Source: an optimization exercise on an open RTL-to-GDS flow (aim: small area). Production flows keep margins and buffers that such runs may drop. RTL that was checked went through simulation tests only; none was proved equivalent to the original. No functional check of the RTL was part of run 1. Power and IR drop assume default switching activity.

<file path="flow/flow/run.sh">
#!/bin/bash
# Own layout flow: the standard flow (standard.sh) with these changes:
#  - synthesis maps the logic with an area-oriented ABC script (flow/area.abc);
#    everything before ABC, including the flip-flop mapping, is ORFS's synthesis
#    unchanged, so the registers are the standard synthesis's;
#  - port buffers are sky130_fd_sc_hd__buf_1;
#  - clock tree synthesis without dummy loads, from sky130_fd_sc_hd__clkbuf_4.
# Each tool's full output goes to the ORFS logs under orfs/logs, and make's to flow_make.log.
set -euo pipefail
W=$(pwd)
F=$W/flow

sed 's|^\( *\)log_cmd abc {\*}\$abc_args|\1set abc_args [lreplace $abc_args 1 1 '"$F"'/area.abc]\n\1log_cmd abc {*}$abc_args|' \
    "$FLOW_HOME/scripts/synth.tcl" > "$W/own_synth.tcl"
grep -q 'area.abc' "$W/own_synth.tcl"
sed "s|source \$::env(SCRIPTS_DIR)/synth.tcl|source $W/own_synth.tcl|" "$W/synth_recipe.tcl" > "$W/own_synth_recipe.tcl"
grep -q 'own_synth.tcl' "$W/own_synth_recipe.tcl"

bash "$W/standard.sh" "SYNTH_SCRIPT=$W/own_synth_recipe.tcl" \
    "BUFFER_PORTS_ARGS=-buffer_cell sky130_fd_sc_hd__buf_1" \
    "CTS_ARGS=-sink_clustering_enable -repair_clock_nets -dont_use_dummy_load -buf_list sky130_fd_sc_hd__clkbuf_4" \
    finish > "$W/flow_make.log" 2>&1
</file>
<file path="flow/flow/area.abc">
strash
&get -n
&st
&dch -f
&nf -R 1000
&put
strash
&get -n
&dch -f
&nf -R 1000
&put
</file>
<file path="flow/standard.sh">
#!/bin/bash
# synth_recipe.tcl (not shown) runs the flow's synth.tcl, then flattens the netlist and writes it again
# the make line also repeats each setting of config.mk as NAME=value (left out here)
make -C /OpenROAD-flow-scripts/flow DESIGN_CONFIG=/design/flow/config.mk WORK_HOME=/design/flow/orfs CLKGATE_MAP_FILE= SYNTH_SCRIPT=/design/flow/synth_recipe.tcl "${@:-finish}"
</file>
<file path="flow/config.mk">
export PLATFORM = sky130hd
export DESIGN_NAME = mini_cpu
export DESIGN_NICKNAME = mini_cpu
export VERILOG_FILES = /design/flow/design.v
export SDC_FILE = /design/flow/constraint.sdc
export NUM_CORES = 4
export LEC_CHECK = 0
export CAP_MARGIN = 5
export CORE_MARGIN = 2
export CORE_UTILIZATION = 40
export SLEW_MARGIN = 5
</file>
<file path="flow/constraint.sdc">
create_clock -name core_clock -period 15.0 [get_ports {clock}]
set_input_delay 3.0000 -clock core_clock [delete_from_list [all_inputs] [get_ports {clock}]]
set_output_delay 3.0000 -clock core_clock [all_outputs]
set_load 0.01 [all_outputs]
</file>
<file path="flow/design.v">
module UC (
    input clock,
    input reset,
    input enviar,
    input [2:0] opcode,
    output [2:0] estado,      
    output load_res,          
    output reg_we,            
    output upd                
);
    reg [2:0] st;
    always @(posedge clock) begin
        if (~reset) st <= 3'd0;
        else case (st)
            3'd0: st <= enviar ? 3'd0 : 3'd1;
            3'd1: st <= (opcode == 3'b000) ? 3'd3 : 3'd2;
            3'd2: st <= 3'd3;
            3'd3: st <= (opcode == 3'b111) ? 3'd6 : 3'd4;
            default: st <= enviar ? 3'd0 : 3'd5;
        endcase
    end
    assign estado   = {st[2], st[1] & ~st[2], st[0] & ~st[2]};
    assign load_res = (st == 3'd2) | ((st == 3'd1) & (opcode == 3'b000));
    assign reg_we   = (st == 3'd4);
    assign upd      = st[2] & ~st[0];
endmodule
module alu (
    input [15:0] A,
    input [15:0] R2,
    input [17:0] sw,
    output [15:0] result
);
    wire [2:0] op = sw[17:15];
    wire mul    = (op == 3'b101);
    wire addsub = (op == 3'b001) | (op == 3'b010) | (op == 3'b011) | (op == 3'b100);
    wire useimm = (op == 3'b000) | (op == 3'b010) | (op == 3'b100);
    wire sub    = (op == 3'b011) | (op == 3'b100);
    wire zero   = mul | (op == 3'b110);
    wire negf   = (sub ^ (useimm & sw[6])) & ~zero;
    wire [15:0] Bv = useimm ? {10'b0, sw[5:0]} : R2;
    wire [15:0] N  = (Bv & {16{~zero}}) ^ {16{negf}};
    wire [15:0] M  = mul ? R2 : {15'b0, addsub};
    wire one0 = M[0] ^ 1'b0;
    wire two0 = (M[1] & ~M[0] & ~1'b0) | (~M[1] & M[0] & 1'b0);
    wire neg0 = M[1] & ~(M[0] & 1'b0);
    wire pp0_0 = (((one0 & A[0]) | (two0 & 1'b0)) ^ neg0);
    wire pp0_1 = (((one0 & A[1]) | (two0 & A[0])) ^ neg0);
    wire pp0_2 = (((one0 & A[2]) | (two0 & A[1])) ^ neg0);
    wire pp0_3 = (((one0 & A[3]) | (two0 & A[2])) ^ neg0);
    wire pp0_4 = (((one0 & A[4]) | (two0 & A[3])) ^ neg0);
    wire pp0_5 = (((one0 & A[5]) | (two0 & A[4])) ^ neg0);
    wire pp0_6 = (((one0 & A[6]) | (two0 & A[5])) ^ neg0);
    wire pp0_7 = (((one0 & A[7]) | (two0 & A[6])) ^ neg0);
    wire pp0_8 = (((one0 & A[8]) | (two0 & A[7])) ^ neg0);
    wire pp0_9 = (((one0 & A[9]) | (two0 & A[8])) ^ neg0);
    wire pp0_10 = (((one0 & A[10]) | (two0 & A[9])) ^ neg0);
    wire pp0_11 = (((one0 & A[11]) | (two0 & A[10])) ^ neg0);
    wire pp0_12 = (((one0 & A[12]) | (two0 & A[11])) ^ neg0);
    wire pp0_13 = (((one0 & A[13]) | (two0 & A[12])) ^ neg0);
    wire pp0_14 = (((one0 & A[14]) | (two0 & A[13])) ^ neg0);
    wire pp0_15 = (((one0 & A[15]) | (two0 & A[14])) ^ neg0);
    wire one1 = M[2] ^ M[1];
    wire two1 = (M[3] & ~M[2] & ~M[1]) | (~M[3] & M[2] & M[1]);
    wire neg1 = M[3] & ~(M[2] & M[1]);
    wire pp1_2 = (((one1 & A[0]) | (two1 & 1'b0)) ^ neg1) | N[2];
    wire pp1_3 = (((one1 & A[1]) | (two1 & A[0])) ^ neg1) | N[3];
    wire pp1_4 = (((one1 & A[2]) | (two1 & A[1])) ^ neg1) | N[4];
    wire pp1_5 = (((one1 & A[3]) | (two1 & A[2])) ^ neg1) | N[5];
    wire pp1_6 = (((one1 & A[4]) | (two1 & A[3])) ^ neg1) | N[6];
    wire pp1_7 = (((one1 & A[5]) | (two1 & A[4])) ^ neg1) | N[7];
    wire pp1_8 = (((one1 & A[6]) | (two1 & A[5])) ^ neg1) | N[8];
    wire pp1_9 = (((one1 & A[7]) | (two1 & A[6])) ^ neg1) | N[9];
    wire pp1_10 = (((one1 & A[8]) | (two1 & A[7])) ^ neg1) | N[10];
    wire pp1_11 = (((one1 & A[9]) | (two1 & A[8])) ^ neg1) | N[11];
    wire pp1_12 = (((one1 & A[10]) | (two1 & A[9])) ^ neg1) | N[12];
    wire pp1_13 = (((one1 & A[11]) | (two1 & A[10])) ^ neg1) | N[13];
    wire pp1_14 = (((one1 & A[12]) | (two1 & A[11])) ^ neg1) | N[14];
    wire pp1_15 = (((one1 & A[13]) | (two1 & A[12])) ^ neg1) | N[15];
    wire one2 = M[4] ^ M[3];
    wire two2 = (M[5] & ~M[4] & ~M[3]) | (~M[5] & M[4] & M[3]);
    wire neg2 = M[5] & ~(M[4] & M[3]);
    wire pp2_4 = (((one2 & A[0]) | (two2 & 1'b0)) ^ neg2);
    wire pp2_5 = (((one2 & A[1]) | (two2 & A[0])) ^ neg2);
    wire pp2_6 = (((one2 & A[2]) | (two2 & A[1])) ^ neg2);
    wire pp2_7 = (((one2 & A[3]) | (two2 & A[2])) ^ neg2);
    wire pp2_8 = (((one2 & A[4]) | (two2 & A[3])) ^ neg2);
    wire pp2_9 = (((one2 & A[5]) | (two2 & A[4])) ^ neg2);
    wire pp2_10 = (((one2 & A[6]) | (two2 & A[5])) ^ neg2);
    wire pp2_11 = (((one2 & A[7]) | (two2 & A[6])) ^ neg2);
    wire pp2_12 = (((one2 & A[8]) | (two2 & A[7])) ^ neg2);
    wire pp2_13 = (((one2 & A[9]) | (two2 & A[8])) ^ neg2);
    wire pp2_14 = (((one2 & A[10]) | (two2 & A[9])) ^ neg2);
    wire pp2_15 = (((one2 & A[11]) | (two2 & A[10])) ^ neg2);
    wire one3 = M[6] ^ M[5];
    wire two3 = (M[7] & ~M[6] & ~M[5]) | (~M[7] & M[6] & M[5]);
    wire neg3 = M[7] & ~(M[6] & M[5]);
    wire pp3_6 = (((one3 & A[0]) | (two3 & 1'b0)) ^ neg3);
    wire pp3_7 = (((one3 & A[1]) | (two3 & A[0])) ^ neg3);
    wire pp3_8 = (((one3 & A[2]) | (two3 & A[1])) ^ neg3);
    wire pp3_9 = (((one3 & A[3]) | (two3 & A[2])) ^ neg3);
    wire pp3_10 = (((one3 & A[4]) | (two3 & A[3])) ^ neg3);
    wire pp3_11 = (((one3 & A[5]) | (two3 & A[4])) ^ neg3);
    wire pp3_12 = (((one3 & A[6]) | (two3 & A[5])) ^ neg3);
    wire pp3_13 = (((one3 & A[7]) | (two3 & A[6])) ^ neg3);
    wire pp3_14 = (((one3 & A[8]) | (two3 & A[7])) ^ neg3);
    wire pp3_15 = (((one3 & A[9]) | (two3 & A[8])) ^ neg3);
    wire one4 = M[8] ^ M[7];
    wire two4 = (M[9] & ~M[8] & ~M[7]) | (~M[9] & M[8] & M[7]);
    wire neg4 = M[9] & ~(M[8] & M[7]);
    wire pp4_8 = (((one4 & A[0]) | (two4 & 1'b0)) ^ neg4);
    wire pp4_9 = (((one4 & A[1]) | (two4 & A[0])) ^ neg4);
    wire pp4_10 = (((one4 & A[2]) | (two4 & A[1])) ^ neg4);
    wire pp4_11 = (((one4 & A[3]) | (two4 & A[2])) ^ neg4);
    wire pp4_12 = (((one4 & A[4]) | (two4 & A[3])) ^ neg4);
    wire pp4_13 = (((one4 & A[5]) | (two4 & A[4])) ^ neg4);
    wire pp4_14 = (((one4 & A[6]) | (two4 & A[5])) ^ neg4);
    wire pp4_15 = (((one4 & A[7]) | (two4 & A[6])) ^ neg4);
    wire one5 = M[10] ^ M[9];
    wire two5 = (M[11] & ~M[10] & ~M[9]) | (~M[11] & M[10] & M[9]);
    wire neg5 = M[11] & ~(M[10] & M[9]);
    wire pp5_10 = (((one5 & A[0]) | (two5 & 1'b0)) ^ neg5);
    wire pp5_11 = (((one5 & A[1]) | (two5 & A[0])) ^ neg5);
    wire pp5_12 = (((one5 & A[2]) | (two5 & A[1])) ^ neg5);
    wire pp5_13 = (((one5 & A[3]) | (two5 & A[2])) ^ neg5);
    wire pp5_14 = (((one5 & A[4]) | (two5 & A[3])) ^ neg5);
    wire pp5_15 = (((one5 & A[5]) | (two5 & A[4])) ^ neg5);
    wire one6 = M[12] ^ M[11];
    wire two6 = (M[13] & ~M[12] & ~M[11]) | (~M[13] & M[12] & M[11]);
    wire neg6 = M[13] & ~(M[12] & M[11]);
    wire pp6_12 = (((one6 & A[0]) | (two6 & 1'b0)) ^ neg6);
    wire pp6_13 = (((one6 & A[1]) | (two6 & A[0])) ^ neg6);
    wire pp6_14 = (((one6 & A[2]) | (two6 & A[1])) ^ neg6);
    wire pp6_15 = (((one6 & A[3]) | (two6 & A[2])) ^ neg6);
    wire one7 = M[14] ^ M[13];
    wire two7 = (M[15] & ~M[14] & ~M[13]) | (~M[15] & M[14] & M[13]);
    wire neg7 = M[15] & ~(M[14] & M[13]);
    wire pp7_14 = (((one7 & A[0]) | (two7 & 1'b0)) ^ neg7);
    wire pp7_15 = (((one7 & A[1]) | (two7 & A[0])) ^ neg7);
    wire t1 = pp0_10 ^ pp1_10;
    wire t2 = pp0_10 & pp1_10;
    wire t3 = pp0_11 ^ pp1_11;
    wire t4 = pp0_11 & pp1_11;
    wire t5 = pp0_12 ^ pp1_12 ^ pp2_12;
    wire t6 = (pp0_12 & pp1_12) | (pp0_12 & pp2_12) | (pp1_12 & pp2_12);
    wire t7 = pp3_12 ^ pp4_12;
    wire t8 = pp3_12 & pp4_12;
    wire t9 = pp0_13 ^ pp1_13 ^ pp2_13;
    wire t10 = (pp0_13 & pp1_13) | (pp0_13 & pp2_13) | (pp1_13 & pp2_13);
    wire t11 = pp3_13 ^ pp4_13;
    wire t12 = pp3_13 & pp4_13;
    wire t13 = pp0_14 ^ pp1_14 ^ pp2_14;
    wire t14 = (pp0_14 & pp1_14) | (pp0_14 & pp2_14) | (pp1_14 & pp2_14);
    wire t15 = pp3_14 ^ pp4_14 ^ pp5_14;
    wire t16 = (pp3_14 & pp4_14) | (pp3_14 & pp5_14) | (pp4_14 & pp5_14);
    wire t17 = pp6_14 ^ pp7_14;
    wire t18 = pp6_14 & pp7_14;
    wire t19 = pp0_15 ^ pp1_15 ^ pp2_15;
    wire t21 = pp3_15 ^ pp4_15 ^ pp5_15;
    wire t23 = pp6_15 ^ pp7_15;
    wire t25 = pp0_6 ^ pp1_6;
    wire t26 = pp0_6 & pp1_6;
    wire t27 = pp0_7 ^ pp1_7;
    wire t28 = pp0_7 & pp1_7;
    wire t29 = pp0_8 ^ pp1_8 ^ pp2_8;
    wire t30 = (pp0_8 & pp1_8) | (pp0_8 & pp2_8) | (pp1_8 & pp2_8);
    wire t31 = pp3_8 ^ pp4_8;
    wire t32 = pp3_8 & pp4_8;
    wire t33 = pp0_9 ^ pp1_9 ^ pp2_9;
    wire t34 = (pp0_9 & pp1_9) | (pp0_9 & pp2_9) | (pp1_9 & pp2_9);
    wire t35 = pp3_9 ^ pp4_9;
    wire t36 = pp3_9 & pp4_9;
    wire t37 = pp2_10 ^ pp3_10 ^ pp4_10;
    wire t38 = (pp2_10 & pp3_10) | (pp2_10 & pp4_10) | (pp3_10 & pp4_10);
    wire t39 = pp5_10 ^ neg5 ^ t1;
    wire t40 = (pp5_10 & neg5) | (pp5_10 & t1) | (neg5 & t1);
    wire t41 = pp2_11 ^ pp3_11 ^ pp4_11;
    wire t42 = (pp2_11 & pp3_11) | (pp2_11 & pp4_11) | (pp3_11 & pp4_11);
    wire t43 = pp5_11 ^ t2 ^ t3;
    wire t44 = (pp5_11 & t2) | (pp5_11 & t3) | (t2 & t3);
    wire t45 = pp5_12 ^ pp6_12 ^ neg6;
    wire t46 = (pp5_12 & pp6_12) | (pp5_12 & neg6) | (pp6_12 & neg6);
    wire t47 = t4 ^ t5 ^ t7;
    wire t48 = (t4 & t5) | (t4 & t7) | (t5 & t7);
    wire t49 = pp5_13 ^ pp6_13 ^ t6;
    wire t50 = (pp5_13 & pp6_13) | (pp5_13 & t6) | (pp6_13 & t6);
    wire t51 = t8 ^ t9 ^ t11;
    wire t52 = (t8 & t9) | (t8 & t11) | (t9 & t11);
    wire t53 = neg7 ^ t10 ^ t12;
    wire t54 = (neg7 & t10) | (neg7 & t12) | (t10 & t12);
    wire t55 = t13 ^ t15 ^ t17;
    wire t56 = (t13 & t15) | (t13 & t17) | (t15 & t17);
    wire t57 = t19 ^ t21 ^ t23;
    wire t59 = t14 ^ t16 ^ t18;
    wire t61 = pp0_4 ^ pp1_4;
    wire t62 = pp0_4 & pp1_4;
    wire t63 = pp0_5 ^ pp1_5;
    wire t64 = pp0_5 & pp1_5;
    wire t65 = pp2_6 ^ pp3_6 ^ neg3;
    wire t66 = (pp2_6 & pp3_6) | (pp2_6 & neg3) | (pp3_6 & neg3);
    wire t67 = pp2_7 ^ pp3_7 ^ t26;
    wire t68 = (pp2_7 & pp3_7) | (pp2_7 & t26) | (pp3_7 & t26);
    wire t69 = neg4 ^ t28 ^ t29;
    wire t70 = (neg4 & t28) | (neg4 & t29) | (t28 & t29);
    wire t71 = t30 ^ t32 ^ t33;
    wire t72 = (t30 & t32) | (t30 & t33) | (t32 & t33);
    wire t73 = t34 ^ t36 ^ t37;
    wire t74 = (t34 & t36) | (t34 & t37) | (t36 & t37);
    wire t75 = t38 ^ t40 ^ t41;
    wire t76 = (t38 & t40) | (t38 & t41) | (t40 & t41);
    wire t77 = t42 ^ t44 ^ t45;
    wire t78 = (t42 & t44) | (t42 & t45) | (t44 & t45);
    wire t79 = t46 ^ t48 ^ t49;
    wire t80 = (t46 & t48) | (t46 & t49) | (t48 & t49);
    wire t81 = t50 ^ t52 ^ t53;
    wire t82 = (t50 & t52) | (t50 & t53) | (t52 & t53);
    wire t83 = t57 ^ t59 ^ t54;
    wire t85 = pp0_0 ^ (neg0 | N[0]);
    wire t86 = pp0_0 & (neg0 | N[0]);
    wire t87 = pp0_1 ^ N[1];
    wire t88 = pp0_1 & N[1];
    wire t89 = pp0_2 ^ pp1_2 ^ neg1;
    wire t90 = (pp0_2 & pp1_2) | (pp0_2 & neg1) | (pp1_2 & neg1);
    wire t91 = pp0_3 ^ pp1_3;
    wire t92 = pp0_3 & pp1_3;
    wire t93 = pp2_4 ^ neg2 ^ t61;
    wire t94 = (pp2_4 & neg2) | (pp2_4 & t61) | (neg2 & t61);
    wire t95 = pp2_5 ^ t62 ^ t63;
    wire t96 = (pp2_5 & t62) | (pp2_5 & t63) | (t62 & t63);
    wire t97 = t25 ^ t64 ^ t65;
    wire t98 = (t25 & t64) | (t25 & t65) | (t64 & t65);
    wire t99 = t27 ^ t66 ^ t67;
    wire t100 = (t27 & t66) | (t27 & t67) | (t66 & t67);
    wire t101 = t31 ^ t68 ^ t69;
    wire t102 = (t31 & t68) | (t31 & t69) | (t68 & t69);
    wire t103 = t35 ^ t70 ^ t71;
    wire t104 = (t35 & t70) | (t35 & t71) | (t70 & t71);
    wire t105 = t39 ^ t72 ^ t73;
    wire t106 = (t39 & t72) | (t39 & t73) | (t72 & t73);
    wire t107 = t43 ^ t74 ^ t75;
    wire t108 = (t43 & t74) | (t43 & t75) | (t74 & t75);
    wire t109 = t47 ^ t76 ^ t77;
    wire t110 = (t47 & t76) | (t47 & t77) | (t76 & t77);
    wire t111 = t51 ^ t78 ^ t79;
    wire t112 = (t51 & t78) | (t51 & t79) | (t78 & t79);
    wire t113 = t55 ^ t80 ^ t81;
    wire t114 = (t55 & t80) | (t55 & t81) | (t80 & t81);
    wire t115 = t56 ^ t83 ^ t82;
    wire t117 = negf ^ t85;
    wire t118 = negf & t85;
    wire t119 = t86 ^ t87 ^ t118;
    wire t120 = (t86 & t87) | (t86 & t118) | (t87 & t118);
    wire t121 = t88 ^ t89 ^ t120;
    wire t122 = (t88 & t89) | (t88 & t120) | (t89 & t120);
    wire t123 = t90 ^ t91 ^ t122;
    wire t124 = (t90 & t91) | (t90 & t122) | (t91 & t122);
    wire t125 = t92 ^ t93 ^ t124;
    wire t126 = (t92 & t93) | (t92 & t124) | (t93 & t124);
    wire t127 = t94 ^ t95 ^ t126;
    wire t128 = (t94 & t95) | (t94 & t126) | (t95 & t126);
    wire t129 = t96 ^ t97 ^ t128;
    wire t130 = (t96 & t97) | (t96 & t128) | (t97 & t128);
    wire t131 = t98 ^ t99 ^ t130;
    wire t132 = (t98 & t99) | (t98 & t130) | (t99 & t130);
    wire t133 = t100 ^ t101 ^ t132;
    wire t134 = (t100 & t101) | (t100 & t132) | (t101 & t132);
    wire t135 = t102 ^ t103 ^ t134;
    wire t136 = (t102 & t103) | (t102 & t134) | (t103 & t134);
    wire t137 = t104 ^ t105 ^ t136;
    wire t138 = (t104 & t105) | (t104 & t136) | (t105 & t136);
    wire t139 = t106 ^ t107 ^ t138;
    wire t140 = (t106 & t107) | (t106 & t138) | (t107 & t138);
    wire t141 = t108 ^ t109 ^ t140;
    wire t142 = (t108 & t109) | (t108 & t140) | (t109 & t140);
    wire t143 = t110 ^ t111 ^ t142;
    wire t144 = (t110 & t111) | (t110 & t142) | (t111 & t142);
    wire t145 = t112 ^ t113 ^ t144;
    wire t146 = (t112 & t113) | (t112 & t144) | (t113 & t144);
    wire t147 = t115 ^ t114 ^ t146;
    assign result = {t147, t145, t143, t141, t139, t137, t135, t133, t131, t129, t127, t125, t123, t121, t119, t117};
endmodule
module memory (
    input clock,
    input clear,
    input write_enable,
    input [3:0] addr_dest,
    input [3:0] addr_src1,
    input [3:0] addr_src2,
    input [15:0] data_in,
    output [15:0] out_src1,
    output [15:0] out_src2
);
    reg [15:0] ram [0:15];
    wire [15:0] wd = data_in & {16{~clear}};
    reg [15:0] o1, o2;
    integer i;
    always @(*) begin
        o1 = 16'd0; o2 = 16'd0;
        for (i = 0; i < 16; i = i + 1) begin
            o1 = o1 | (ram[i] & {16{addr_src1 == i}});
            o2 = o2 | (ram[i] & {16{addr_src2 == i}});
        end
    end
    assign out_src1 = o1;
    assign out_src2 = o2;
    genvar r;
    generate for (r = 0; r < 16; r = r + 1) begin : row
        wire sel = clear | (write_enable & (addr_dest == r));
        always @(posedge clock) ram[r] <= (ram[r] & {16{~sel}}) | (wd & {16{sel}});
    end endgenerate
endmodule
module lcd_controller (
    input clk,
    input sample,            
    input [15:0] value,
    input [5:0] seq,         
    input [9:0] t,           
    input load_ev,           
    output reg [3:0] digit,
    output reg neg           
);
    reg [15:0] m;
    reg [3:0]  b;            
    reg        cy;
    reg        act;          
    wire conv   = (seq[5:3] == 3'b111) & (seq[2:0] != 3'b000) & (seq[2:0] != 3'b111);
    wire negsl  = (seq[2:0] == 3'b001);
    wire addph  = seq[0] & ~negsl;
    wire bnd    = (b == 4'd15);
    wire start_win = (t >= 10'd1) & (t <= 10'd16);
    reg [15:0] kc;
    always @(*) begin
        case (seq[2:0])
            3'b010: kc = ~16'd10000;
            3'b011: kc = 16'd1000;
            3'b100: kc = ~16'd100;
            3'b101: kc = 16'd10;
            3'b110: kc = ~16'd1;
            default: kc = 16'd0;
        endcase
    end
    wire a  = m[0] ^ (act & negsl);
    wire k  = act & kc[b];
    wire ci = (b == 4'd0) ? (act & ~addph) : cy;
    wire s  = a ^ k ^ ci;
    wire co = (a & k) | (a & ci) | (k & ci);
    wire term = negsl | (addph ? co : ~co);
    always @(posedge clk) begin
        cy <= co;
        if (sample) begin
            m <= value;
            b <= 4'd0;
            neg <= value[15];
        end else begin
            m <= {s, m[15:1]};
            b <= b + 4'd1;
        end
        if (load_ev) digit <= seq[0] ? 4'd10 : 4'd15;
        else if (bnd & act) digit <= addph ? digit - 4'd1 : digit + 4'd1;
        if (bnd) act <= conv & (act ? ~term : (start_win & (~negsl | neg)));
    end
endmodule
module lcd_ini (
    input clk,
    input reset,                 
    input [2:0] opcode_in,
    input [3:0] reg_index_in,
    input [15:0] reg_value_in,
    input update_in,             
    output reg [7:0] LCD_DATA,
    output reg LCD_RS,
    output LCD_EN,
    output inicializado
);
    reg [5:0] seq;
    reg [9:0] t;
    localparam S_BOOT = 6'd0, S_IDLE = 6'd5, S_SAMPLE = 6'd6, S_HOME = 6'd7, S_NL = 6'd8;
    reg [2:0] op;
    reg [3:0] rd;
    wire [3:0] digit;
    wire       sgn;
    wire sample  = (seq == S_SAMPLE);
    wire load_ev = (t == 10'd1) & (seq != S_BOOT);
    lcd_controller conv (
        .clk(clk), .sample(sample), .value(reg_value_in),
        .seq(seq), .t(t), .load_ev(load_ev), .digit(digit), .neg(sgn)
    );
    wire slot_end = (seq == S_BOOT) ? (t == 10'd1000) :
                    (seq == S_NL)   ? (t == 10'd275)  :
                    (seq == 6'h3F)  ? (t == 10'd277)  :
                                      (t == 10'd276);
    always @(posedge clk) begin
        if (reset) begin
            seq <= S_BOOT;
            t <= 10'd0;
        end else if (seq == S_IDLE) begin
            t <= 10'd0;
            if (update_in) seq <= S_SAMPLE;
        end else if (seq == S_SAMPLE) begin
            t <= 10'd0;
            seq <= S_HOME;
        end else if (slot_end) begin
            t <= 10'd0;
            case (seq)
                6'd4:    seq <= S_IDLE;
                S_HOME:  seq <= 6'h20;
                6'h2F:   seq <= S_NL;
                S_NL:    seq <= 6'h30;
                6'h3F:   seq <= S_IDLE;
                default: seq <= seq + 6'd1;
            endcase
        end else begin
            t <= t + 10'd1;
        end
    end
    always @(posedge clk) begin
        if (sample) begin
            op  <= opcode_in;
            rd  <= reg_index_in;
        end
    end
    wire clr = (op == 3'b110);
    reg [7:0] ch;
    always @(*) begin
        ch = " ";
        case (seq[4:0])
            5'd0: case (op)
                      3'b000: ch = "L";
                      3'b001, 3'b010: ch = "A";
                      3'b011, 3'b100: ch = "S";
                      3'b101: ch = "M";
                      3'b110: ch = "C";
                      default: ch = "?";
                  endcase
            5'd1: case (op)
                      3'b000: ch = "O";
                      3'b001, 3'b010: ch = "D";
                      3'b011, 3'b100: ch = "U";
                      3'b101: ch = "U";
                      3'b110: ch = "L";
                      default: ch = " ";
                  endcase
            5'd2: case (op)
                      3'b000: ch = "A";
                      3'b001, 3'b010: ch = "D";
                      3'b011, 3'b100: ch = "B";
                      3'b101: ch = "L";
                      3'b110: ch = "R";
                      default: ch = " ";
                  endcase
            5'd3: case (op)
                      3'b000: ch = "D";
                      3'b010, 3'b100: ch = "I";
                      3'b110: ch = "R";
                      default: ch = " ";
                  endcase
            5'd10: ch = "[";
            5'd11: ch = rd[3] ? "1" : "0";
            5'd12: ch = rd[2] ? "1" : "0";
            5'd13: ch = rd[1] ? "1" : "0";
            5'd14: ch = rd[0] ? "1" : "0";
            5'd15: ch = "]";
            5'd16: ch = clr ? "O" : " ";
            5'd17: ch = clr ? "K" : " ";
            5'd26: ch = clr ? " " : (sgn ? "-" : "+");
            5'd27, 5'd28, 5'd29, 5'd30, 5'd31: ch = clr ? " " : {4'h3, digit};
            default: ch = " ";
        endcase
    end
    reg [7:0] byte_out;
    always @(*) begin
        if (seq[5]) byte_out = ch;
        else case (seq[3:0])
            4'd1: byte_out = 8'h38;
            4'd2: byte_out = 8'h0C;
            4'd3: byte_out = 8'h01;
            4'd4: byte_out = 8'h06;
            4'd7: byte_out = 8'h02;
            default: byte_out = 8'hC0;
        endcase
    end
    always @(posedge clk) begin
        if (reset) begin
            LCD_DATA <= 8'h00;
            LCD_RS <= 1'b0;
        end else if (load_ev) begin
            LCD_DATA <= byte_out;
            LCD_RS <= seq[5];
        end
    end
    assign LCD_EN = (seq != S_BOOT) & (t >= 10'd14) & (t <= 10'd24);
    assign inicializado = seq[5] | (seq[4:0] > 5'd4);
endmodule
module mini_cpu (
    input clock,
    input reset,         
    input enviar,        
    input [17:0] sw,
    output [15:0] ledr,
    output [7:0] ledg,
    output [7:0] LCD_DATA,
    output LCD_RS, LCD_RW, LCD_EN, LCD_ON, LCD_BLON
);
    wire [2:0] opcode = sw[17:15];
    wire [3:0] dest = sw[14:11];
    wire [2:0] estado;
    wire load_res;
    wire reg_we;
    wire upd;
    UC unidade_controle (
        .clock(clock), .reset(reset), .enviar(enviar), .opcode(opcode),
        .estado(estado), .load_res(load_res), .reg_we(reg_we), .upd(upd)
    );
    wire [15:0] dado_reg1, dado_reg2;
    reg  [15:0] dado_para_gravar;
    wire [15:0] resultado_ula;
    memory banco_registradores (
        .clock(clock),
        .clear(~reset | (opcode == 3'b110)),
        .write_enable(reg_we),
        .addr_dest(dest),
        .addr_src1(sw[10:7]),
        .addr_src2(sw[6:3]),
        .data_in(dado_para_gravar),
        .out_src1(dado_reg1),
        .out_src2(dado_reg2)
    );
    alu ula (
        .A(dado_reg1),
        .R2(dado_reg2),
        .sw(sw),
        .result(resultado_ula)
    );
    always @(posedge clock) begin
        if (~reset) dado_para_gravar <= 16'd0;
        else if (load_res) dado_para_gravar <= resultado_ula;
    end
    wire lcd_pronto;
    lcd_ini meu_lcd (
        .clk(clock),
        .reset(~reset),
        .opcode_in(opcode),
        .reg_index_in(dest),
        .reg_value_in(dado_para_gravar),
        .update_in(upd),
        .LCD_DATA(LCD_DATA),
        .LCD_RS(LCD_RS), .LCD_EN(LCD_EN),
        .inicializado(lcd_pronto)
    );
    assign LCD_RW   = 1'b0;
    assign LCD_ON   = 1'b1;
    assign LCD_BLON = 1'b1;
    assign ledg = {lcd_pronto, 4'b0, estado};
    assign ledr = dado_para_gravar;
endmodule
</file>
==> key figures, run 1 <==
Status
  – Status: no timing/DRC/antenna violations

Timing
  – Unrepaired setup endpoints after global routing: false
  – Fin crit share: 85.0%
  – Min Tclk post-route: 12.75 ns
  – Clock skew: 0.109 ns
  – Worst hold slack: 0.397 ns
  – Worst-Margin Slew: 1.32 ns
  – Setup TNS: 0 ns
  – Worst slew margin: 12.3%
  – Max Fclk: 78.4 MHz
  – Final setup vio count: 0
  – Max Transition Viols Final: 0
  – Final hold vios: 0

Layout
  – Register area: 9380 um^2
  – Area delta synth->final: 11.8%
  – Multi-input gate area: 8120 um^2
  – Design area: 19800 um^2
  – Share of cells above drive strength 1: 9.81%
  – Filler Cell Count: 4167
  – Post-layout nets: 1853

Global routing
  – Vias in the first global route: 14500
  – Largest net degree at the start of global routing: 31
  – First-pass GRT wire length: 87000 um
  – Antenna violations before repair: 3
  – GRT Util Overall: 24.9%
  – Grt ovf: 0

Die
  – Die X: 214 um
  – Starting density of the core: 40.3%
  – I/O pin cnt: 58
  – Die area: 46000 um^2
  – Row Count: 77
  – Core Area: 43900 um^2
  – Die H: 214 um

Logic synthesis
  – Synth Cell Area: 17700 um^2
  – Synth Instances: 1552
  – Register area share after synthesis: 53.0%
  – Mean Syn Cell Area: 11.4 um^2
  – Post-synth EDFFs: 269
  – Netlist cell types: 49
  – Yosys reg bits: 334
  – Ys async rst share: 0%
  – Yosys warning total: 6
  – Top FF cell, synth: edfxtp_1

Clock network
  – Post-cts resize count: 0
  – Hold buffer count at CTS: 0
  – CTS clk-pin slew, worst paths: 0.05 ns
  – Clock Root Buffer: clkbuf_4
  – CTS Sinks: 334
  – Total CTS buffers: 91
  – Clock Path Buffers: 3
  – H-Tree Depth: 3
  – Clock Latency Late Sink: 0.83 ns
  – CTS tree: yes
  – Post-CTS Setup Repair Bufs: 0

Place
  – HPWL after detailed placement: 38300 um
  – Number of buffers added on ports: 50
  – Placed inst area: 19100 um^2
  – GP Congestion: 0.926

Worst setup path
  – Crit-path max FO: 17
  – Worst endpoint data arrival time: 13.43 ns
  – R2r setup slk: 5.13 ns
  – R2R depth: 33
  – CP most frequent cell: fa_1
  – CP endpoint kind: flip-flop
  – Worst stage delay on the critical path: 0.82 ns
  – Crit start category: input pin
  – Critical-path top delay cell: nor2_1
  – Setup CP Type: in -> reg
  – Critical path required time: 15.68 ns
  – Crit Reg-Reg Endpoint: dado_para_gravar[15]

Routing
  – Post-DR wirelength/cell: 24.4 um
  – TritonRoute pass-1 iters: 17
  – Final WL: 57100 um
  – Vias: 14500
  – Post-detailed-route DRC marker count: 0
  – Vias per std cell: 6.20
  – Starting DRT DRC Count: 2092
  – Detail Route Antenna Nets: 0

Hold path
  – Worst Min Path Start: meu_lcd.conv.m[11]
  – Hold path cells: 2
  – Min-delay worst type: reg -> reg
  – Worst hold endpoint: meu_lcd.conv.m[10]

Pwr
  – Leak Pwr: 6.87 nW
  – PwrDens: 107 nW/um^2
  – Final Power: 2.13 mW
  – VDD IR max: 47.9 uV

Job
  – Max-Cap Viols: 0
## through the flow
step                utilization [%]  instances  worst slack [ns]
floorplan                         -       1557              2.73
global placement               43.5       2244              1.91
detailed placement             43.5       2244              1.67
CTS                            45.1       2335              2.55
global route                   45.1       2338              1.80
finish                         45.1       2338              2.25
## worst max-delay path: cells and delay by family
family	cells	cell delay, ns
xor+xnor	6	0.88
simple gates	7	2.23
compound gates	4	1.36
buf+inv	5	0.91
fa+ha+maj	15	5.02
## cells in the mapped netlist, types with 2 or more instances
cell / instances / area, um^2
dfxtp_1: 65 / 1300
a22o_1: 4 / 35.0
o2111ai_1: 3 / 26.3
o211ai_1: 6 / 45.0
o22ai_1: 18 / 113
a22oi_1: 119 / 893
buf_4: 9 / 67.6
and4_1: 4 / 35.0
nand3_1: 45 / 225
ha_1: 38 / 475
a21o_1: 3 / 22.5
o21ai_0: 75 / 375
fa_1: 49 / 981
nor3b_1: 2 / 15.0
edfxtp_1: 269 / 8080
a21oi_1: 52 / 260
nor3_1: 36 / 180
or2_0: 5 / 31.3
mux2i_1: 3 / 30.0
mux2_1: 3 / 33.8
a221oi_1: 22 / 193
nor2b_1: 14 / 87.6
a222oi_1: 98 / 981
nand4_1: 23 / 144
and2_0: 23 / 144
xnor2_1: 78 / 683
nor4_1: 10 / 62.6
and3_1: 13 / 81.3
nor2_1: 115 / 432
or3_1: 7 / 43.8
nand2b_1: 17 / 106
xor2_1: 33 / 289
nand2_1: 175 / 657
a211oi_1: 2 / 15.0
o221ai_1: 4 / 35.0
conb_1: 2 / 7.51
o311ai_0: 2 / 17.5
a31oi_1: 17 / 106
o21bai_1: 3 / 22.5
clkinv_1: 74 / 278
o31ai_1: 4 / 30.0
## kinds of logic after synthesis
family | after synthesis | synth area share, %
buffers and inverters | 83 | 1.95
XOR/XNOR | 111 | 5.49
multiplexers | 6 | 0.360
flip-flops | 334 | 53.0
AND/OR/NAND/NOR | 490 | 12.7
other | 2 | 0.0424
adder cells (fa/ha/maj) | 87 | 8.23
AO/OA/AOI/OAI | 439 | 18.2
## cells in the final DEF (no fill, tap or decap), types with 45 or more instances in the layout
cell type,count
a22oi_1,119
clkbuf_4,91
buf_4,54
xnor2_1,78
fa_1,49
a21oi_1,52
nand3_1,45
clkinv_1,74
nand2_1,175
dfxtp_1,65
buf_1,50
edfxtp_1,269
a222oi_1,98
o21ai_0,59
nor2_1,114
## worst max path at each step
stage	startpoint	to	slack, ns
floorplan	sw[6]	dado_para_gravar[15]	2.73
global placement	sw[4]	dado_para_gravar[15]	1.91
detailed placement	sw[4]	dado_para_gravar[15]	1.67
CTS	sw[4]	dado_para_gravar[15]	2.55
global route	sw[4]	dado_para_gravar[15]	1.80
finish	sw[4]	dado_para_gravar[15]	2.25
## power by group
group	total, mW	switching, mW	internal [mW]
Clock	0.613	0.340	0.273
Combinational	0.409	0.259	0.150
Sequential	1.10	0.0389	1.06
Total	2.13	0.638	1.49
## layout make-up
| cell class | instances | area share, % |
|---|---|---|
| repair buffers | 104 | 3.00 |
| clock buffers | 91 | 3.45 |
| flip-flops and latches | 334 | 47.4 |
| inverters | 74 | 1.40 |
| well taps | 592 | 3.74 |
| multi-input cells | 1140 | 41.0 |
| diodes | 3 | 0.0379 |
## metal layers
| metal | GRT usage, % | share of wire [%] | vias to the layer above |
|---|---|---|---|
| met3 | 4.85 | 9.7 | 189 |
| met5 | 0 | 0 | - |
| met2 | 39.2 | 46 | 884 |
| met1 | 32.2 | 39 | 6934 |
| li1 | - | - | 6494 |
| met4 | 14.5 | 5.7 | 0 |
==> run 2, diff against run 1 <==
--- a/flow/design.v
+++ b/flow/design.v
@@ -291,21 +291,24 @@
 );
     reg [15:0] ram [0:15];
     wire [15:0] wd = data_in & {16{~clear}};
-    reg [15:0] o1, o2;
-    integer i;
-    always @(*) begin
-        o1 = 16'd0; o2 = 16'd0;
-        for (i = 0; i < 16; i = i + 1) begin
-            o1 = o1 | (ram[i] & {16{addr_src1 == i}});
-            o2 = o2 | (ram[i] & {16{addr_src2 == i}});
-        end
-    end
-    assign out_src1 = o1;
-    assign out_src2 = o2;
+    function [15:0] mux4;
+        input [1:0] s; input [15:0] a, b, c, d;
+        mux4 = s[1] ? (s[0] ? d : c) : (s[0] ? b : a);
+    endfunction
+    wire [15:0] l1a = mux4(addr_src1[1:0], ram[0], ram[1], ram[2], ram[3]);
+    wire [15:0] l1b = mux4(addr_src1[1:0], ram[4], ram[5], ram[6], ram[7]);
+    wire [15:0] l1c = mux4(addr_src1[1:0], ram[8], ram[9], ram[10], ram[11]);
+    wire [15:0] l1d = mux4(addr_src1[1:0], ram[12], ram[13], ram[14], ram[15]);
+    assign out_src1 = mux4(addr_src1[3:2], l1a, l1b, l1c, l1d);
+    wire [15:0] l2a = mux4(addr_src2[1:0], ram[0], ram[1], ram[2], ram[3]);
+    wire [15:0] l2b = mux4(addr_src2[1:0], ram[4], ram[5], ram[6], ram[7]);
+    wire [15:0] l2c = mux4(addr_src2[1:0], ram[8], ram[9], ram[10], ram[11]);
+    wire [15:0] l2d = mux4(addr_src2[1:0], ram[12], ram[13], ram[14], ram[15]);
+    assign out_src2 = mux4(addr_src2[3:2], l2a, l2b, l2c, l2d);
     genvar r;
     generate for (r = 0; r < 16; r = r + 1) begin : row
         wire sel = clear | (write_enable & (addr_dest == r));
-        always @(posedge clock) ram[r] <= (ram[r] & {16{~sel}}) | (wd & {16{sel}});
+        always @(posedge clock) if (sel) ram[r] <= wd;
     end endgenerate
 endmodule
 module lcd_controller (
==> flow/run.sh (new file) <==
#!/bin/bash
# synth_recipe.tcl (not shown) runs the flow's synth.tcl, then flattens the netlist and writes it again
# the make line also repeats each setting of config.mk as NAME=value (left out here)
make -C /OpenROAD-flow-scripts/flow DESIGN_CONFIG=/design/flow/config.mk WORK_HOME=/design/flow/orfs CLKGATE_MAP_FILE= SYNTH_SCRIPT=/design/flow/synth_recipe.tcl finish
--- a/flow/config.mk
+++ b/flow/config.mk
@@ -5,7 +5,8 @@
 export SDC_FILE = /design/flow/constraint.sdc
 export NUM_CORES = 4
 export LEC_CHECK = 0
-export CAP_MARGIN = 5
+export CAP_MARGIN = 20
 export CORE_MARGIN = 2
 export CORE_UTILIZATION = 40
-export SLEW_MARGIN = 5
+export CTS_BUF_LIST = sky130_fd_sc_hd__clkbuf_4
+export SLEW_MARGIN = 20
removed: flow/flow/run.sh
removed: flow/flow/area.abc
removed: flow/standard.sh
==> key figures, run 2 <==
Die
  – Row Count: 81 (+5.2%)
  – Die area: 51400 um^2 (+12%)
  – Die X: 227 um (+5.7%)
  – I/O pin cnt: 58 (unchanged)
  – Core Area: 49000 um^2 (+11%)
  – Die H: 227 um (+5.7%)
  – Starting density of the core: 40.5% (+0.20 points)

Pwr
  – Leak Pwr: 8.05 nW (+17%)
  – PwrDens: 118 nW/um^2 (+9.9%)
  – Gate power share: 23.9% (+4.7 points)
  – Int Pwr: 1.79 mW (+20%)
  – VDD IR max: 47.5 uV (-0.80%)
  – Clk pwr share: 30.0% (+1.2 points)
  – Switching Fraction: 31.2% (+1.2 points)
  – Net Sw Power: 0.811 mW (+27%)
  – Final Power: 2.60 mW (+22%)
  – Sequential share of power: 46.1% (-5.8 points)

Timing
  – Max Fclk: 79.7 MHz (+1.6%)
  – Final hold vios: 0 (unchanged)
  – Unrepaired setup endpoints after global routing: false
  – Max Transition Viols Final: 0 (unchanged)
  – Worst slew margin: 34.2% (+22 points)
  – Worst hold slack: 0.364 ns (-0.0331 ns)
  – Final setup vio count: 0 (unchanged)
  – Min Tclk post-route: 12.55 ns (-0.195 ns)
  – Clock skew: 0.109 ns (+0.000571 ns)
  – Worst-Margin Slew: 0.983 ns (-0.333 ns)
  – Fin crit share: 83.7% (-1.3 points)
  – Setup TNS: 0 ns (unchanged)

Logic synthesis
  – Leading area contributor after synthesis: edfxtp_1
  – Synth Cell Area: 19800 um^2 (+12%)
  – Yosys warning total: 6 (unchanged)
  – Register area share after synthesis: 47.3% (-5.7 points)
  – Netlist cell types: 76 (+55%)
  – Ys async rst share: 0% (unchanged)
  – Post-synth EDFFs: 269 (unchanged)
  – Yosys reg bits: 334 (unchanged)
  – Synth top area share: 40.7% (-4.9 points)
  – Count leader, synth: edfxtp_1
  – Top FF cell, synth: edfxtp_1
  – Dominant cells by area after synthesis: edfxtp_1 41%, mux4_2 16%, dfxtp_1 6.6%, fa_1 4.9%, xnor2_1 3.1%
  – Mean Syn Cell Area: 12.9 um^2 (+13%)
  – Synth Instances: 1535 (-1.1%)
  – Most instantiated cells after synthesis: 269 x edfxtp_1, 145 x nand2_1, 137 x mux4_2

Worst setup path
  – Crit start category: input pin
  – Setup CP Type: in -> reg
  – CP endpoint kind: flip-flop
  – Critical-path top delay cell: clkdlybuf4s50_1
  – Worst stage delay on the critical path: 0.93 ns (+0.11 ns)
  – CP most frequent cell: fa_1
  – Crit-path max FO: 29 (+12)
  – Critical path required time: 15.79 ns (+0.11 ns)
  – Worst endpoint data arrival time: 13.35 ns (-0.08 ns)

Layout
  – Post-layout nets: 1705 (-8.0%)
  – Largest Register: banco_registradores.ram
  – Max reg flops: 256
  – Filler Cell Count: 4446 (+6.7%)
  – Commonest non-fill, non-tap cell in the layout: edfxtp_1
  – Regs by FF count: banco_registradores.ram: 256 flops, dado_para_gravar: 16 flops, meu_lcd.conv.m: 16 flops
  – Share of cells above drive strength 1: 20.7% (+11 points)
  – Area delta synth->final: 11.2%
  – Commonest non-fill, non-tap cells in the layout: 269 x edfxtp_1, 145 x nand2_1, 137 x mux4_2, 109 x clkbuf_4, 88 x nor2_1

Hold path
  – Min-delay worst type: reg -> reg

Routing
  – Post-detailed-route DRC marker count: 0 (unchanged)
  – Vias per std cell: 5.78 (-6.8%)
  – Vias: 13400 (-7.3%)
  – Post-DR wirelength/cell: 23.1 um (-5.2%)
  – Starting DRT DRC Count: 1353 (-35%)
  – TritonRoute pass-1 iters: 5 (-12)
  – Detail Route Antenna Nets: 0 (unchanged)
  – Final WL: 53800 um (-5.7%)

Clock network
  – CTS clk-pin slew, worst paths: 0.08 ns (+0.03 ns)
  – CTS Sinks: 334 (unchanged)
  – Clock Root Buffer: clkbuf_4
  – Hold buffer count at CTS: 0 (unchanged)
  – Post-CTS Setup Repair Bufs: 0 (unchanged)
  – H-Tree Depth: 3 (unchanged)
  – CTS tree: yes
  – Clock Path Buffers: 3 (unchanged)
  – Post-cts resize count: 0 (unchanged)
  – Clock Latency Late Sink: 0.86 ns (+0.03 ns)
  – Total CTS buffers: 88 (-3.3%)

Place
  – Number of buffers added on ports: 50 (unchanged)
  – HPWL after detailed placement: 35600 um (-7.0%)
  – GP Congestion: 0.876 (-5.5%)

Status
  – Status: no timing/DRC/antenna violations

Global routing
  – Vias in the first global route: 13200 (-9.3%)
  – Grt ovf: 0 (unchanged)
  – First-pass GRT wire length: 81200 um (-6.6%)
  – GRT Util Overall: 21.5% (-3.5 points)
  – Antenna violations before repair: 7 (+4)
  – Largest net degree at the start of global routing: 41 (+32%)

Job
  – Max-Cap Viols: 0 (unchanged)
## run 2: worst max-delay path, delay by kind of cell
kind / cells / cell delay, ns
adders and majority gates: 15 / 5.35
buffers and inverters: 4 / 1.87
muxes: 3 / 0.84
AOI/OAI and AO/OA: 2 / 0.43
and+or+nand+nor: 3 / 0.50
xor gates and xnor gates: 7 / 1.32
## run 2: per-layer routing
metal,share of wire (%),up-vias,global-route usage (%)
met5,0.020,-,0
met1,42,6814,29.7
li1,-,5968,-
met4,1.8,2,6.18
met2,47,589,34.3
met3,8.8,69,4.30
## run 2: power groups by stage
stage | combinational, mW | sequential, mW | clock (mW)
5_1_grt | 0.689 | 1.21 | 0.846
4_1_cts | 0.629 | 1.20 | 0.804
3_3_place_gp | 0.614 | 1.21 | 0
2_1_floorplan | 0.446 | 1.19 | 0
3_5_place_dp | 0.628 | 1.22 | 0
6_report | 0.621 | 1.20 | 0.781
## run 2: layout make-up
cell class              instances  area [um^2]  share of cell area (%)
diodes                          2         5.00                  0.0227
clock buffers                 109          818                    3.71
clock inverters                44          245                    1.11
inverters                      69          259                    1.17
multi-input cells            1022         9780                    44.4
flip-flops and latches        334         9380                    42.5
well taps                     664          831                    3.77
repair buffers                 82          728                    3.30
## run 2: path summary, 6_finish.rpt
check	start	end	slack, ns	depth (start not counted)
worst min register to register	meu_lcd.conv.m[11]	meu_lcd.conv.m[10]	0.36	2
worst max-delay path	sw[5]	dado_para_gravar[15]	2.45	34
worst max register to register	banco_registradores.ram[15][1]	dado_para_gravar[15]	5.06	33
worst min-delay path	meu_lcd.conv.m[11]	meu_lcd.conv.m[10]	0.36	2
## run 2: cells by family after synthesis
logic type      after synthesis  synth area share (%)
xor+xnor                     98                  4.61
other cells                   2                0.0379
buf+inv                     184                  4.05
fa+ha+maj                    87                  7.35
mux                         177                  18.2
flops                       334                  47.3
simple gates                401                  9.53
compound gates              252                  8.94
## run 2: per-stage QoR
step	instance area, um^2	setup WS, ns	cells	util (%)
CTS	22000	2.53	2324	45.0
global route	22000	1.98	2326	45.0
detailed placement	21000	1.63	2171	42.8
finish	22000	2.45	2326	45.0
floorplan	19800	2.45	1540	-
global placement	21000	1.78	2171	42.8

separate check: timing with driven ports:
Ports are ideal in the flow. The routed layouts listed here were re-timed in OpenROAD.
Step 1 sets driving cells, clkbuf_16 on the clock port and buf_2 on the other inputs (assumed; they add their load-dependent delay and slew).
Step 2 times the ports against the registers' clock, not the clock port: input delays grow and output delays shrink by t, the midpoint of the rising clock arrivals with the driver on.
a / b / c = no drivers / after step 1 / after step 2; a / b = the first two.
run	t, ns	slack for setup (ns)	hold WS [ns]
run 1	0.846	2.252 / 2.247 / 1.401	0.397 / 0.397 / 0.397
run 2	0.862	2.447 / 2.451 / 1.589	0.364 / 0.364 / 0.364
After both steps setup and hold are still met in every run listed. For run 2, which loses most, drivers alone change the setup slack by +0.004 ns; drivers and shift together by -0.858 ns.
